Background: an optimization exercise with open tools, aiming at small area and a short achievable clock period. Do not read the settings as production practice. Where RTL was checked, it was by simulation tests only, not by an equivalence proof against the original.

==> inputs of try-sierra <==
==> flow/design.v (excerpt) <==
module divider (input logic [15:0] N,D,IA0,IA1,IA2,IA3,
                input logic clk, reset, kSave, nSave, dSave, kNextSel,
                input logic [1:0] muxSelB,
                output logic [15:0] quotient, remainder);
Settings: LEC_CHECK=0, CAP_MARGIN=0, CORE_MARGIN=2, CORE_UTILIZATION=40, CTS_BUF_LIST=sky130_fd_sc_hd__clkbuf_8, SLEW_MARGIN=0; clock period 18.0 ns.
standard.sh (not shown) runs the stock make flow with config.mk's settings and CLKGATE_MAP_FILE= SYNTH_SCRIPT=/design/flow/synth_recipe.tcl, a recipe that flattens the netlist after the stock synthesis.
==> flow/flow/run.sh <==
#!/bin/bash
# Own layout flow: the standard flow (standard.sh) with these changes:
#  - synthesis keeps the full-adder and half-adder modules (fa, ha) as their own modules so
#    each becomes one sky130 fa/ha cell, and extracts adders only inside them (not in the rest
#    of the logic, e.g. the final carry-lookahead adder); the netlist is then flattened and
#    renamed exactly as the standard synthesis script does;
#  - the remaining logic is mapped with flow/abc.script (ABC map with area recovery, no
#    buffering or sizing: the layout's repair sizes cells with real wire loads);
#  - port buffers are small buf cells instead of the default delay-buffer cell;
#  - timing repair aims for extra setup margin (SETUP_SLACK_MARGIN).
set -euo pipefail
W=$PWD
export SYNTH_KEEP_MODULES="fa ha"
export BUFFER_PORTS_ARGS="-buffer_cell sky130_fd_sc_hd__buf_1"
export ABC_AREA=1
export SETUP_SLACK_MARGIN=8.4
sed 's#^  extract_fa {\*}\[dont_use_extract_fa_args\]$#  extract_fa {*}[dont_use_extract_fa_args] fa ha#' \
  "$FLOW_HOME/scripts/synth.tcl" > "$W/synth_mod.tcl"
grep -q 'extract_fa {\*}\[dont_use_extract_fa_args\] fa ha' "$W/synth_mod.tcl"
# abc: our own mapping script (flow/abc.script) in place of ORFS's
sed -i 's#^  log_cmd abc {\*}\$abc_args$#  set abc_args [lreplace $abc_args 1 1 $::env(OWN_ABC_SCRIPT)]\n&#' "$W/synth_mod.tcl"
grep -q 'OWN_ABC_SCRIPT' "$W/synth_mod.tcl"
export OWN_ABC_SCRIPT="$W/flow/abc.script"
sed "s#\$::env(SCRIPTS_DIR)/synth.tcl#$W/synth_mod.tcl#" "$W/synth_recipe.tcl" > "$W/own_synth.tcl"
grep -q "source $W/synth_mod.tcl" "$W/own_synth.tcl"
sed "s#SYNTH_SCRIPT=[^ ]*#SYNTH_SCRIPT=$W/own_synth.tcl#" "$W/standard.sh" > "$W/own_standard.sh"
grep -q "SYNTH_SCRIPT=$W/own_synth.tcl" "$W/own_standard.sh"
bash "$W/own_standard.sh" > "$W/standard_flow.log" 2>&1
==> flow/flow/abc.script <==
strash
dch
map -B 0.9
topo
stime -c
==> try-yarrow: changes against try-sierra <==
--- a/flow/flow/run.sh
+++ b/flow/flow/run.sh
@@ -13,7 +13,7 @@
 export SYNTH_KEEP_MODULES="fa ha"
 export BUFFER_PORTS_ARGS="-buffer_cell sky130_fd_sc_hd__buf_1"
 export ABC_AREA=1
-export SETUP_SLACK_MARGIN=8.4
+export SETUP_SLACK_MARGIN=8.6
 sed 's#^  extract_fa {\*}\[dont_use_extract_fa_args\]$#  extract_fa {*}[dont_use_extract_fa_args] fa ha#' \
   "$FLOW_HOME/scripts/synth.tcl" > "$W/synth_mod.tcl"
 grep -q 'extract_fa {\*}\[dont_use_extract_fa_args\] fa ha' "$W/synth_mod.tcl"
--- a/flow/config.mk
+++ b/flow/config.mk
@@ -5,8 +5,8 @@
 export SDC_FILE = /design/flow/constraint.sdc
 export NUM_CORES = 4
 export LEC_CHECK = 0
-export CAP_MARGIN = 0
+export CAP_MARGIN = 20
 export CORE_MARGIN = 2
 export CORE_UTILIZATION = 40
 export CTS_BUF_LIST = sky130_fd_sc_hd__clkbuf_8
-export SLEW_MARGIN = 0
+export SLEW_MARGIN = 20
==> run notes <==
Against try-sierra, the setup slack of try-yarrow is higher by 0.0084 ns. Against try-yarrow, the cell count of try-sierra is smaller by about 0.9%. In try-yarrow the worst hold slack is higher than in try-sierra, by 0.0073 ns. Against try-sierra, the sequential share of layout area of try-yarrow is lower by 0.30 points. Between try-yarrow and try-sierra, the lower cell area is in try-sierra (gap about 1.7%, measured against try-sierra). In count of clock-buffer cells in the layout, try-sierra and try-yarrow do not differ.

---

==> run a: inputs <==
Starting RTL as in the previous note.
==> module divider, before the edit <==
module divider (input logic [15:0] N,D,IA0,IA1,IA2,IA3,
                input logic clk, reset, kSave, nSave, dSave, kNextSel,
                input logic [1:0] muxSelB,
                output logic [15:0] quotient, remainder);
  logic [15:0] n, d, k, left, right, p;
  logic s0, s1, s2, s3, sk;
  assign s0 = ~reset & kNextSel & (D[14:13] == 2'd0);
  assign s1 = ~reset & kNextSel & (D[14:13] == 2'd1);
  assign s2 = ~reset & kNextSel & (D[14:13] == 2'd2);
  assign s3 = ~reset & kNextSel & (D[14:13] == 2'd3);
  assign sk = ~reset & ~kNextSel;
  assign left = ({16{s0}} & IA0) | ({16{s1}} & IA1) | ({16{s2}} & IA2) | ({16{s3}} & IA3)
              | ({16{sk}} & k);
  always_comb
    case (muxSelB)
      2'd0: right = N;
      2'd1: right = D;
      2'd2: right = n;
      default: right = d;
    endcase
  multiplier mult(.x(left), .y(right), .p(p));
  always_ff @(posedge clk) begin
    if (nSave | reset) n <= p;
    if (dSave | reset) d <= p;
    if (kSave | reset) k <= ~(p | {16{reset}});
    if (nSave | reset) quotient <= n & {16{~reset}};
  end
  assign remainder = 16'b0;
endmodule
Settings: LEC_CHECK=0, CAP_MARGIN=20, CORE_MARGIN=2, CORE_UTILIZATION=40, CTS_BUF_LIST=sky130_fd_sc_hd__clkbuf_8, SLEW_MARGIN=20; clock period 18.0 ns.
==> flow/flow/run.sh <==
#!/bin/bash
# Own layout flow: the standard flow (standard.sh) with these changes:
#  - synthesis keeps the full-adder and half-adder modules (fa, ha) as their own modules so
#    each becomes one sky130 fa/ha cell, and extracts adders only inside them (not in the rest
#    of the logic, e.g. the final carry-lookahead adder); the netlist is then flattened and
#    renamed exactly as the standard synthesis script does;
#  - the remaining logic is mapped with flow/abc.script (area-oriented &nf mapping);
#  - port buffers are small buf cells instead of the default delay-buffer cell;
#  - timing repair aims for extra setup margin (SETUP_SLACK_MARGIN).
set -euo pipefail
W=$PWD
export SYNTH_KEEP_MODULES="fa ha"
export BUFFER_PORTS_ARGS="-buffer_cell sky130_fd_sc_hd__buf_1"
export ABC_AREA=1
export SETUP_SLACK_MARGIN=9.0
sed 's#^  extract_fa {\*}\[dont_use_extract_fa_args\]$#  extract_fa {*}[dont_use_extract_fa_args] fa ha#' \
  "$FLOW_HOME/scripts/synth.tcl" > "$W/synth_mod.tcl"
grep -q 'extract_fa {\*}\[dont_use_extract_fa_args\] fa ha' "$W/synth_mod.tcl"
# abc: our own mapping script (flow/abc.script) in place of ORFS's
sed -i 's#^  log_cmd abc {\*}\$abc_args$#  set abc_args [lreplace $abc_args 1 1 $::env(OWN_ABC_SCRIPT)]\n&#' "$W/synth_mod.tcl"
grep -q 'OWN_ABC_SCRIPT' "$W/synth_mod.tcl"
export OWN_ABC_SCRIPT="$W/flow/abc.script"
sed "s#\$::env(SCRIPTS_DIR)/synth.tcl#$W/synth_mod.tcl#" "$W/synth_recipe.tcl" > "$W/own_synth.tcl"
grep -q "source $W/synth_mod.tcl" "$W/own_synth.tcl"
sed "s#SYNTH_SCRIPT=[^ ]*#SYNTH_SCRIPT=$W/own_synth.tcl#" "$W/standard.sh" > "$W/own_standard.sh"
grep -q "SYNTH_SCRIPT=$W/own_synth.tcl" "$W/own_standard.sh"
bash "$W/own_standard.sh" > "$W/standard_flow.log" 2>&1
Scripts as last shown in full above: flow/flow/abc.script
==> run b: changes against run a <==
==> flow/flow/run.sh (replaced) <==
#!/bin/bash
# Own layout flow: the standard flow (standard.sh) with two changes:
#  - the full-adder and half-adder modules (fa, ha) are kept as their own modules through
#    synthesis, so each becomes one sky130 fa/ha cell, and the netlist is flattened at the end
#    as the standard synthesis does;
#  - port buffers are buf_2 cells instead of the default delay-buffer cell.
set -euo pipefail
W=$PWD
export SYNTH_KEEP_MODULES="fa ha"
export BUFFER_PORTS_ARGS="-buffer_cell sky130_fd_sc_hd__buf_1"
export CTS_BUF_LIST=sky130_fd_sc_hd__clkbuf_4
export SETUP_SLACK_MARGIN=8
export ABC_AREA=1
bash "$W/standard.sh" > "$W/standard_flow.log" 2>&1
--- a/flow/config.mk
+++ b/flow/config.mk
@@ -10,3 +10,2 @@
 export CORE_UTILIZATION = 40
-export CTS_BUF_LIST = sky130_fd_sc_hd__clkbuf_8
 export SLEW_MARGIN = 20
removed: flow/flow/abc.script
==> run c: changes against run a <==
--- a/flow/design.v
+++ b/flow/design.v
@@ -1238,7 +1238,7 @@
   logic s0, s1, s2, s3, sk;
-  assign s0 = ~reset & kNextSel & (D[14:13] == 2'd0);
-  assign s1 = ~reset & kNextSel & (D[14:13] == 2'd1);
-  assign s2 = ~reset & kNextSel & (D[14:13] == 2'd2);
-  assign s3 = ~reset & kNextSel & (D[14:13] == 2'd3);
-  assign sk = ~reset & ~kNextSel;
+  assign s0 = kNextSel & (D[14:13] == 2'd0);
+  assign s1 = kNextSel & (D[14:13] == 2'd1);
+  assign s2 = kNextSel & (D[14:13] == 2'd2);
+  assign s3 = kNextSel & (D[14:13] == 2'd3);
+  assign sk = ~kNextSel;
   assign left = ({16{s0}} & IA0) | ({16{s1}} & IA1) | ({16{s2}} & IA2) | ({16{s3}} & IA3)
@@ -1254,4 +1254,4 @@
   always_ff @(posedge clk) begin
-    if (nSave | reset) n <= p;
-    if (dSave | reset) d <= p;
+    if (nSave | reset) n <= p & {16{~reset}};
+    if (dSave | reset) d <= p & {16{~reset}};
     if (kSave | reset) k <= ~(p | {16{reset}});
--- a/flow/flow/run.sh
+++ b/flow/flow/run.sh
@@ -6,3 +6,4 @@
 #    renamed exactly as the standard synthesis script does;
-#  - the remaining logic is mapped with flow/abc.script (area-oriented &nf mapping);
+#  - the remaining logic is mapped with flow/abc.script (ABC map with area recovery, no
+#    buffering or sizing: the layout's repair sizes cells with real wire loads);
 #  - port buffers are small buf cells instead of the default delay-buffer cell;
@@ -14,3 +15,3 @@
 export ABC_AREA=1
-export SETUP_SLACK_MARGIN=9.0
+export SETUP_SLACK_MARGIN=8.4
 sed 's#^  extract_fa {\*}\[dont_use_extract_fa_args\]$#  extract_fa {*}[dont_use_extract_fa_args] fa ha#' \
==> impl_metrics.csv <==
group,metric,value,unit
sta,worst_slack,9.17,ns
grt,met1_usage,33.2,%
routing,vias_per_cell,5.52,
critical_path,r2r_setup_slack,12.48,ns
floorplan,n_tap_cell,280,
finish,final_common_cell,"nand2_1",
critical_path,cp.required,18.09,ns
finish,fill_cells,2044,
run_status,run_status,"timing/DRC/antenna clean",
clock_tree,worstSkewPairLatency,0.35,ns
finish,final_cell_mix,"155 x nand2_1, 115 x buf_1, 109 x clkinv_1, 108 x o22ai_1",
That was run a.
==> impl_metrics.csv <==
group,metric,value,unit
sta,worst_slack,8.75,ns
critical_path,r2r_setup_slack,12.20,ns
run_status,run_status,"timing/DRC/antenna clean",
grt,met1_usage,30.3,%
finish,final_common_cell,"nand2_1",
routing,vias_per_cell,5.61,
finish,final_cell_mix,"141 x nand2_1, 132 x o22ai_1, 128 x nor2_1, 121 x xor2_1, 119 x clkinv_1",
That was run c.
==> impl_metrics.csv <==
group,metric,value,unit
run_status,run_status,"timing/DRC/antenna clean",
critical_path,r2r_setup_slack,11.52,ns
clock_tree,worstSkewPairLatency,0.43,ns
finish,final_cell_mix,"129 x o22ai_1, 127 x xor2_1, 120 x nand2_1, 116 x buf_1, 115 x fa_1",
finish,fill_cells,2309,
sta,worst_slack,8.37,ns
floorplan,n_tap_cell,319,
That was run b.
Only the layout flow was run in run c; the RTL was not checked for function there.

---

==> inputs of 06-25 <==
Starting RTL as in the previous note.
export LEC_CHECK = 0
export CAP_MARGIN = 20
export CORE_MARGIN = 2
export CORE_UTILIZATION = 40
export SLEW_MARGIN = 20
create_clock -name core_clock -period 18.0 [get_ports {clk}]
==> flow/flow/run.sh <==
#!/bin/bash
# Own layout flow: the standard flow (standard.sh) with two changes:
#  - the full-adder and half-adder modules (fa, ha) are kept as their own modules through
#    synthesis, so each becomes one sky130 fa/ha cell, and the netlist is flattened at the end
#    as the standard synthesis does;
#  - port buffers are buf_2 cells instead of the default delay-buffer cell.
set -euo pipefail
W=$PWD
export SYNTH_KEEP_MODULES="fa ha"
export BUFFER_PORTS_ARGS="-buffer_cell sky130_fd_sc_hd__buf_1"
export CTS_BUF_LIST=sky130_fd_sc_hd__clkbuf_8
export SETUP_SLACK_MARGIN=8
export ABC_AREA=1
bash "$W/standard.sh" > "$W/standard_flow.log" 2>&1
==> 11-19: changes against 06-25 <==
==> flow/flow/run.sh (replaced) <==
#!/bin/bash
# Own layout flow: the standard flow (standard.sh) with these changes:
#  - synthesis keeps the full-adder and half-adder modules (fa, ha) as their own modules so
#    each becomes one sky130 fa/ha cell, and extracts adders only inside them (not in the rest
#    of the logic, e.g. the final carry-lookahead adder); the netlist is then flattened and
#    renamed exactly as the standard synthesis script does;
#  - the remaining logic is mapped with flow/abc.script (ABC map with area recovery, no
#    buffering or sizing: the layout's repair sizes cells with real wire loads);
#  - port buffers are small buf cells instead of the default delay-buffer cell;
#  - timing repair aims for extra setup margin (SETUP_SLACK_MARGIN).
set -euo pipefail
W=$PWD
export SYNTH_KEEP_MODULES="fa ha"
export BUFFER_PORTS_ARGS="-buffer_cell sky130_fd_sc_hd__buf_1"
export ABC_AREA=1
export SETUP_SLACK_MARGIN=8.4
sed 's#^  extract_fa {\*}\[dont_use_extract_fa_args\]$#  extract_fa {*}[dont_use_extract_fa_args] fa ha#' \
  "$FLOW_HOME/scripts/synth.tcl" > "$W/synth_mod.tcl"
grep -q 'extract_fa {\*}\[dont_use_extract_fa_args\] fa ha' "$W/synth_mod.tcl"
# abc: our own mapping script (flow/abc.script) in place of ORFS's
sed -i 's#^  log_cmd abc {\*}\$abc_args$#  set abc_args [lreplace $abc_args 1 1 $::env(OWN_ABC_SCRIPT)]\n&#' "$W/synth_mod.tcl"
grep -q 'OWN_ABC_SCRIPT' "$W/synth_mod.tcl"
export OWN_ABC_SCRIPT="$W/flow/abc.script"
sed "s#\$::env(SCRIPTS_DIR)/synth.tcl#$W/synth_mod.tcl#" "$W/synth_recipe.tcl" > "$W/own_synth.tcl"
grep -q "source $W/synth_mod.tcl" "$W/own_synth.tcl"
sed "s#SYNTH_SCRIPT=[^ ]*#SYNTH_SCRIPT=$W/own_synth.tcl#" "$W/standard.sh" > "$W/own_standard.sh"
grep -q "SYNTH_SCRIPT=$W/own_synth.tcl" "$W/own_standard.sh"
bash "$W/own_standard.sh" > "$W/standard_flow.log" 2>&1
==> flow/flow/abc.script (new file) <==
strash
dch
map -B 0.9
topo
stime -c
- CTS_BUF_LIST: unset -> sky130_fd_sc_hd__clkbuf_8
- TNS_END_PERCENT: unset -> 10
==> 01-12: changes against 06-25 <==
==> flow/flow/run.sh (replaced) <==
#!/bin/bash
# Own layout flow: the standard flow (standard.sh) with these changes:
#  - synthesis keeps the full-adder and half-adder modules (fa, ha) as their own modules so
#    each becomes one sky130 fa/ha cell, and extracts adders only inside them (not in the rest
#    of the logic, e.g. the final carry-lookahead adder); the netlist is then flattened and
#    renamed exactly as the standard synthesis script does;
#  - port buffers are small buf cells instead of the default delay-buffer cell;
#  - timing repair aims for extra setup margin (SETUP_SLACK_MARGIN).
set -euo pipefail
W=$PWD
export SYNTH_KEEP_MODULES="fa ha"
export BUFFER_PORTS_ARGS="-buffer_cell sky130_fd_sc_hd__buf_1"
export ABC_AREA=1
export SETUP_SLACK_MARGIN=8.7
sed 's#^  extract_fa {\*}\[dont_use_extract_fa_args\]$#  extract_fa {*}[dont_use_extract_fa_args] fa ha#' \
  "$FLOW_HOME/scripts/synth.tcl" > "$W/synth_mod.tcl"
grep -q 'extract_fa {\*}\[dont_use_extract_fa_args\] fa ha' "$W/synth_mod.tcl"
sed "s#\$::env(SCRIPTS_DIR)/synth.tcl#$W/synth_mod.tcl#" "$W/synth_recipe.tcl" > "$W/own_synth.tcl"
grep -q "source $W/synth_mod.tcl" "$W/own_synth.tcl"
sed "s#SYNTH_SCRIPT=[^ ]*#SYNTH_SCRIPT=$W/own_synth.tcl#" "$W/standard.sh" > "$W/own_standard.sh"
grep -q "SYNTH_SCRIPT=$W/own_synth.tcl" "$W/own_standard.sh"
bash "$W/own_standard.sh" > "$W/standard_flow.log" 2>&1
- CTS_BUF_LIST: unset -> sky130_fd_sc_hd__clkbuf_8
==> 01-26: changes against 06-25 <==
==> flow/flow/run.sh (replaced) <==
#!/bin/bash
# Own layout flow: the standard flow (standard.sh) with these changes:
#  - synthesis keeps the full-adder and half-adder modules (fa, ha) as their own modules so
#    each becomes one sky130 fa/ha cell, and extracts adders only inside them (not in the rest
#    of the logic, e.g. the final carry-lookahead adder); the netlist is then flattened and
#    renamed exactly as the standard synthesis script does;
#  - the remaining logic is mapped with flow/abc.script (ABC map with area recovery, no
#    buffering or sizing: the layout's repair sizes cells with real wire loads);
#  - port buffers are small buf cells instead of the default delay-buffer cell;
#  - timing repair aims for extra setup margin (SETUP_SLACK_MARGIN).
set -euo pipefail
W=$PWD
export SYNTH_KEEP_MODULES="fa ha"
export BUFFER_PORTS_ARGS="-buffer_cell sky130_fd_sc_hd__buf_1"
export ABC_AREA=1
export SETUP_SLACK_MARGIN=8.4
sed 's#^  extract_fa {\*}\[dont_use_extract_fa_args\]$#  extract_fa {*}[dont_use_extract_fa_args] fa ha#' \
  "$FLOW_HOME/scripts/synth.tcl" > "$W/synth_mod.tcl"
grep -q 'extract_fa {\*}\[dont_use_extract_fa_args\] fa ha' "$W/synth_mod.tcl"
# abc: our own mapping script (flow/abc.script) in place of ORFS's
sed -i 's#^  log_cmd abc {\*}\$abc_args$#  set abc_args [lreplace $abc_args 1 1 $::env(OWN_ABC_SCRIPT)]\n&#' "$W/synth_mod.tcl"
grep -q 'OWN_ABC_SCRIPT' "$W/synth_mod.tcl"
export OWN_ABC_SCRIPT="$W/flow/abc.script"
sed "s#\$::env(SCRIPTS_DIR)/synth.tcl#$W/synth_mod.tcl#" "$W/synth_recipe.tcl" > "$W/own_synth.tcl"
grep -q "source $W/synth_mod.tcl" "$W/own_synth.tcl"
sed "s#SYNTH_SCRIPT=[^ ]*#SYNTH_SCRIPT=$W/own_synth.tcl#" "$W/standard.sh" > "$W/own_standard.sh"
grep -q "SYNTH_SCRIPT=$W/own_synth.tcl" "$W/own_standard.sh"
bash "$W/own_standard.sh" > "$W/standard_flow.log" 2>&1
==> flow/flow/abc.script (new file) <==
strash
dch
map -B 0.9
topo
stime -c
- CTS_BUF_LIST: unset -> sky130_fd_sc_hd__clkbuf_8
- GPL_TIMING_DRIVEN: unset -> 1
==> qor summary <==
Grt met2 use: 01-12 0.382; 01-26 0.393; 06-25 0.380; 11-19 0.393
Cell Rows: 01-12 56; 01-26 54; 06-25 56; 11-19 54
Initial cell density of the core: 01-12 0.407; 01-26 0.408; 06-25 0.403; 11-19 0.408
Initial antenna violation count: 01-12 0; 01-26 0; 06-25 1; 11-19 0
Vertical die dimension: 01-12 158 um; 01-26 153 um; 06-25 157 um; 11-19 153 um
Routed length on met1: 01-12 12,000 um; 01-26 11,800 um; 06-25 11,600 um; 11-19 11,800 um
Status: 01-12 timing/DRC/antenna clean; 01-26 timing/DRC/antenna clean; 06-25 timing/DRC/antenna clean; 11-19 timing/DRC/antenna clean
Number of DRC violations after detailed-routing iteration 0: 01-12 613; 01-26 642; 06-25 666; 11-19 642
Area share of the largest cell type after synthesis: 01-12 0.227; 01-26 0.242; 06-25 0.245; 11-19 0.242
Number of placed instances with taps included: 01-12 1,487; 01-26 1,461; 06-25 1,393; 11-19 1,461
CTS clock-pin slew for the worst setup and hold paths: 01-12 0.07 ns; 01-26 0.08 ns; 06-25 0.07 ns; 11-19 0.08 ns
Beginning of the worst hold path: 01-12 n[7]; 01-26 n[3]; 06-25 n[13]; 11-19 n[3]
Area of the die: 01-12 0.0251 mm2; 01-26 0.0235 mm2; 06-25 0.0247 mm2; 11-19 0.0235 mm2
Basic-gate share of the synthesized area counting and, or, nand and nor cells: 01-12 0.191; 01-26 0.162; 06-25 0.121; 11-19 0.162
DR WL/cell: 01-12 18.3 um; 01-26 18.5 um; 06-25 19.3 um; 11-19 18.5 um
Tot GR Track Use: 01-12 0.226; 01-26 0.235; 06-25 0.223; 11-19 0.235
Rel. slew slack: 01-12 0.457; 01-26 0.465; 06-25 0.442; 11-19 0.465
Vias: 01-12 8,422; 01-26 8,208; 06-25 7,884; 11-19 8,208
# Taps: 01-12 319; 01-26 280; 06-25 319; 11-19 280
Required time of the worst setup path: 01-12 18.10 ns; 01-26 18.09 ns; 06-25 18.09 ns; 11-19 18.09 ns
Vias per cell: 01-12 5.38; 01-26 5.45; 06-25 5.50; 11-19 5.45
Reg2Reg Setup Slack: 01-12 12.43 ns; 01-26 12.24 ns; 06-25 11.69 ns; 11-19 12.24 ns

[port drivers added, routing unchanged]
The results above use ideal ports. As a check the final layouts listed here were re-extracted and re-timed, cells and wires unchanged.
Step 1 (the two cells are an assumption about what drives the block):
set clk [get_ports {clk}]
set_driving_cell -lib_cell sky130_fd_sc_hd__clkbuf_16 $clk
set_driving_cell -lib_cell sky130_fd_sc_hd__buf_2 [delete_from_list [all_inputs] $clk]
Step 2 adds t to the input delays and takes it off the output delays; t is the mean of the earliest and latest rising clock arrival at the registers after step 1. Input paths then give back, and output paths get back, about the clock's delay inside the block.
Three values: ideal, step 1, step 2; two values: the first two.
| run | t (ns) | setup slack, ns | hold slack, ns | clock arrival spread, ns | cell pins on the clock port's net |
|---|---|---|---|---|---|
| try-sierra | 0.370 | 8.851 / 8.855 / 8.485 | 0.594 / 0.594 / 0.594 | 0.015 / 0.014 | 1 |
| try-yarrow | 0.377 | 8.860 / 8.867 / 8.490 | 0.601 / 0.601 / 0.601 | 0.010 / 0.010 | 1 |
| run a | 0.378 | 9.171 / 9.179 / 8.801 | 0.594 / 0.594 / 0.594 | 0.011 / 0.011 | 1 |
| run b | 0.449 | 8.369 / 8.374 / 7.925 | 0.569 / 0.569 / 0.569 | 0.013 / 0.012 | 1 |
| run c | 0.387 | 8.754 / 8.761 / 8.374 | 0.599 / 0.599 / 0.599 | 0.018 / 0.017 | 1 |
| 06-25 | 0.372 | 8.397 / 8.405 / 8.032 | 0.562 / 0.562 / 0.562 | 0.008 / 0.007 | 1 |
| 11-19 | 0.370 | 8.828 / 8.834 / 8.464 | 0.594 / 0.594 / 0.594 | 0.015 / 0.015 | 1 |
| 01-12 | 0.369 | 8.974 / 8.975 / 8.605 | 0.550 / 0.550 / 0.550 | 0.012 / 0.013 | 1 |
| 01-26 | 0.370 | 8.828 / 8.834 / 8.464 | 0.594 / 0.594 / 0.594 | 0.015 / 0.015 | 1 |
After both steps setup and hold are still met in every run listed. The setup slack of run b, which loses most, moves by +0.005 ns with the drivers and by -0.444 ns with both steps.
